Background: an optimization exercise with open tools, aiming at small area and a short achievable clock period. Do not read the settings as production practice. The RTL was checked by simulation tests, not by an equivalence proof against the original design. Power figures rest on the tool's default switching activity, not on a simulated workload.

## gng_interp
module gng_interp (
    input clk,
    input rstn,
    input valid_in,
    input [63:0] data_in,
    output reg valid_out,
    output reg [15:0] data_out
);
For scale: about 84 I/O pins, about 33000 sq um of cells after synthesis.
make LEC_CHECK=0 ABC_AREA=1 CAP_MARGIN=20 CORE_MARGIN=2 CORE_UTILIZATION=45 CTS_CLUSTER_DIAMETER=100 CTS_CLUSTER_SIZE=30 SETUP_SLACK_MARGIN=5 SLEW_MARGIN=20 SYNTH_MEMORY_MAX_BITS=16384 finish   # period 8.0 ns
run.sh (not shown) runs the stock make flow with config.mk's settings and CLKGATE_MAP_FILE= SYNTH_SCRIPT=/design/flow/synth_recipe.tcl, a recipe that flattens the netlist after the stock synthesis.
Next try:
CORE_UTILIZATION = 50   (was 45)
CTS_CLUSTER_DIAMETER = unset   (was 100)
CTS_CLUSTER_SIZE = unset   (was 30)
The changed run completed with no timing, DRC or antenna violations.
Utilization climbs by 7.2 points.
Via count rose by 4.3%.
Count of clock-buffer cells in the layout grows by 34.
Sequential cell count stays the same.
Total power went up by 12%.
Worst setup slack improved by 0.067 ns.
Next try:
CORE_UTILIZATION = 45   (was 50)
First-iteration DRC count falls by 19%.
Power came out lower by 0.89%.
Via count shrinks by 2.0%.
Global-route usage came out lower by 3.3 points.
Synthesized area stays the same.
Cell area came out higher by 0.52%.
Wire length came out higher by 2.6%.
Next try:
==> flow/flow/run.sh (new file) <==
#!/bin/bash
set -euo pipefail
MARGIN=$(cat flow/margin.txt)
sed -E "s/SETUP_SLACK_MARGIN=[-0-9.]+/SETUP_SLACK_MARGIN=${MARGIN}/" standard.sh > standard_margin.sh
grep -q "SETUP_SLACK_MARGIN=${MARGIN} " standard_margin.sh
bash standard_margin.sh > flow_make.log 2>&1
==> flow/flow/margin.txt (new file) <==
5.45
==> flow/standard.sh (new file) <==
#!/bin/bash
# synth_recipe.tcl (not shown) runs the flow's synth.tcl, then flattens the netlist and writes it again
# the make line also repeats each setting of config.mk as NAME=value (left out here)
make -C /OpenROAD-flow-scripts/flow DESIGN_CONFIG=/design/flow/config.mk WORK_HOME=/design/flow/orfs CLKGATE_MAP_FILE= SYNTH_SCRIPT=/design/flow/synth_recipe.tcl "${@:-finish}"
removed: flow/run.sh
The new run passed the timing, DRC and antenna checks.
Die area does not change.
Clock-buffer cell count came out lower by 6.
Power goes up by 11%.
Cell area came out higher by 10%.
Clock power rises by about 6%.
Synthesized cell count is unchanged.
Utilization increases by 5.1 points.
Via count grows by 4.8%.
Wire length rises by 4.5%.
Worst hold slack gets worse by 0.042 ns.
Flip-flop and latch count is unchanged.

---

Setup of main:
gng_interp again, from the RTL that the note above started with.
Settings: LEC_CHECK=0, ABC_AREA=1, CAP_MARGIN=20, CORE_MARGIN=2, CORE_UTILIZATION=45, CTS_BUF_LIST=sky130_fd_sc_hd__clkbuf_8, SETUP_SLACK_MARGIN=5, SLEW_MARGIN=20, SYNTH_MEMORY_MAX_BITS=16384; clock period 8.0 ns.
Stock flow here: none of the scripts above is used.
main: flow completed, timing, DRC and antenna clean
Here is what was changed in the inputs of the feature branch compared with main.
# main
export LEC_CHECK = 0
export ABC_AREA = 1
export CAP_MARGIN = 20
export CORE_MARGIN = 2
export CORE_UTILIZATION = 45
export CTS_BUF_LIST = sky130_fd_sc_hd__clkbuf_8
export SETUP_SLACK_MARGIN = 5
export SLEW_MARGIN = 20
export SYNTH_MEMORY_MAX_BITS = 16384
create_clock -name core_clock -period 8.0 [get_ports {clk}]
# the feature branch
export LEC_CHECK = 0
export ABC_AREA = 1
export CAP_MARGIN = 20
export CORE_MARGIN = 2
export CORE_UTILIZATION = 45
export SETUP_SLACK_MARGIN = 5
export SLEW_MARGIN = 20
export SYNTH_MEMORY_MAX_BITS = 16384
create_clock -name core_clock -period 8.0 [get_ports {clk}]
==> flow/flow/run.sh (new file) <==
#!/bin/bash
set -euo pipefail
MARGIN=$(cat flow/margin.txt)
sed -E "s/SETUP_SLACK_MARGIN=[-0-9.]+/SETUP_SLACK_MARGIN=${MARGIN}/" standard.sh > standard_margin.sh
grep -q "SETUP_SLACK_MARGIN=${MARGIN} " standard_margin.sh
bash standard_margin.sh > flow_make.log 2>&1
==> flow/flow/margin.txt (new file) <==
5.3
==> flow/standard.sh (new file) <==
#!/bin/bash
# synth_recipe.tcl (not shown) runs the flow's synth.tcl, then flattens the netlist and writes it again
# the make line also repeats each setting of config.mk as NAME=value (left out here)
make -C /OpenROAD-flow-scripts/flow DESIGN_CONFIG=/design/flow/config.mk WORK_HOME=/design/flow/orfs CLKGATE_MAP_FILE= SYNTH_SCRIPT=/design/flow/synth_recipe.tcl "${@:-finish}"
removed: flow/run.sh
### Flow results
The feature branch: no failed stages, no open violations at the end. Per the comparison of the feature branch with main, minimum period implied by the final worst setup slack fell 0.32 ns, final non-filler cell area rose 1000 µm², layout-stage area growth over the synthesis result rose 3.0 points, final cell count fell 29. End of the critical path = c2n_1[9]: the feature branch; end of the critical path = c0_2[1]: main.

separate check: timing with driven ports:
How much do the figures lean on ideal ports? The routed layouts below were timed once more, with nothing changed but the port constraints.
Step 1 sets driving cells, clkbuf_16 on the clock port and buf_2 on the other inputs (assumed; they add their load-dependent delay and slew).
Step 2 also shifts input and output timing later by t, the mid clock arrival at the registers, as if the neighbouring blocks saw the same clock.
a / b / c = no drivers / after step 1 / after step 2; a / b = the first two.
run | t (ns) | slack for setup (ns) | worst hold slack (ns)
the first run of note 1 | 0.686 | 4.894 / 4.894 / 4.613 | 0.332 / 0.332 / 0.332
the second run of note 1 | 0.676 | 4.961 / 4.954 / 4.546 | 0.321 / 0.321 / 0.321
the third run of note 1 | 0.664 | 4.955 / 4.955 / 4.550 | 0.323 / 0.323 / 0.323
the fourth run of note 1 | 0.702 | 5.258 / 5.238 / 4.825 | 0.281 / 0.281 / 0.281
main | 0.756 | 4.909 / 4.909 / 4.545 | 0.317 / 0.317 / 0.317
the feature branch | 0.674 | 5.233 / 5.233 / 4.712 | 0.314 / 0.314 / 0.314
After both steps every run listed still meets setup and hold. The setup slack of the feature branch, which loses most, moves by 0.000 ns with the drivers and by -0.521 ns with both steps.
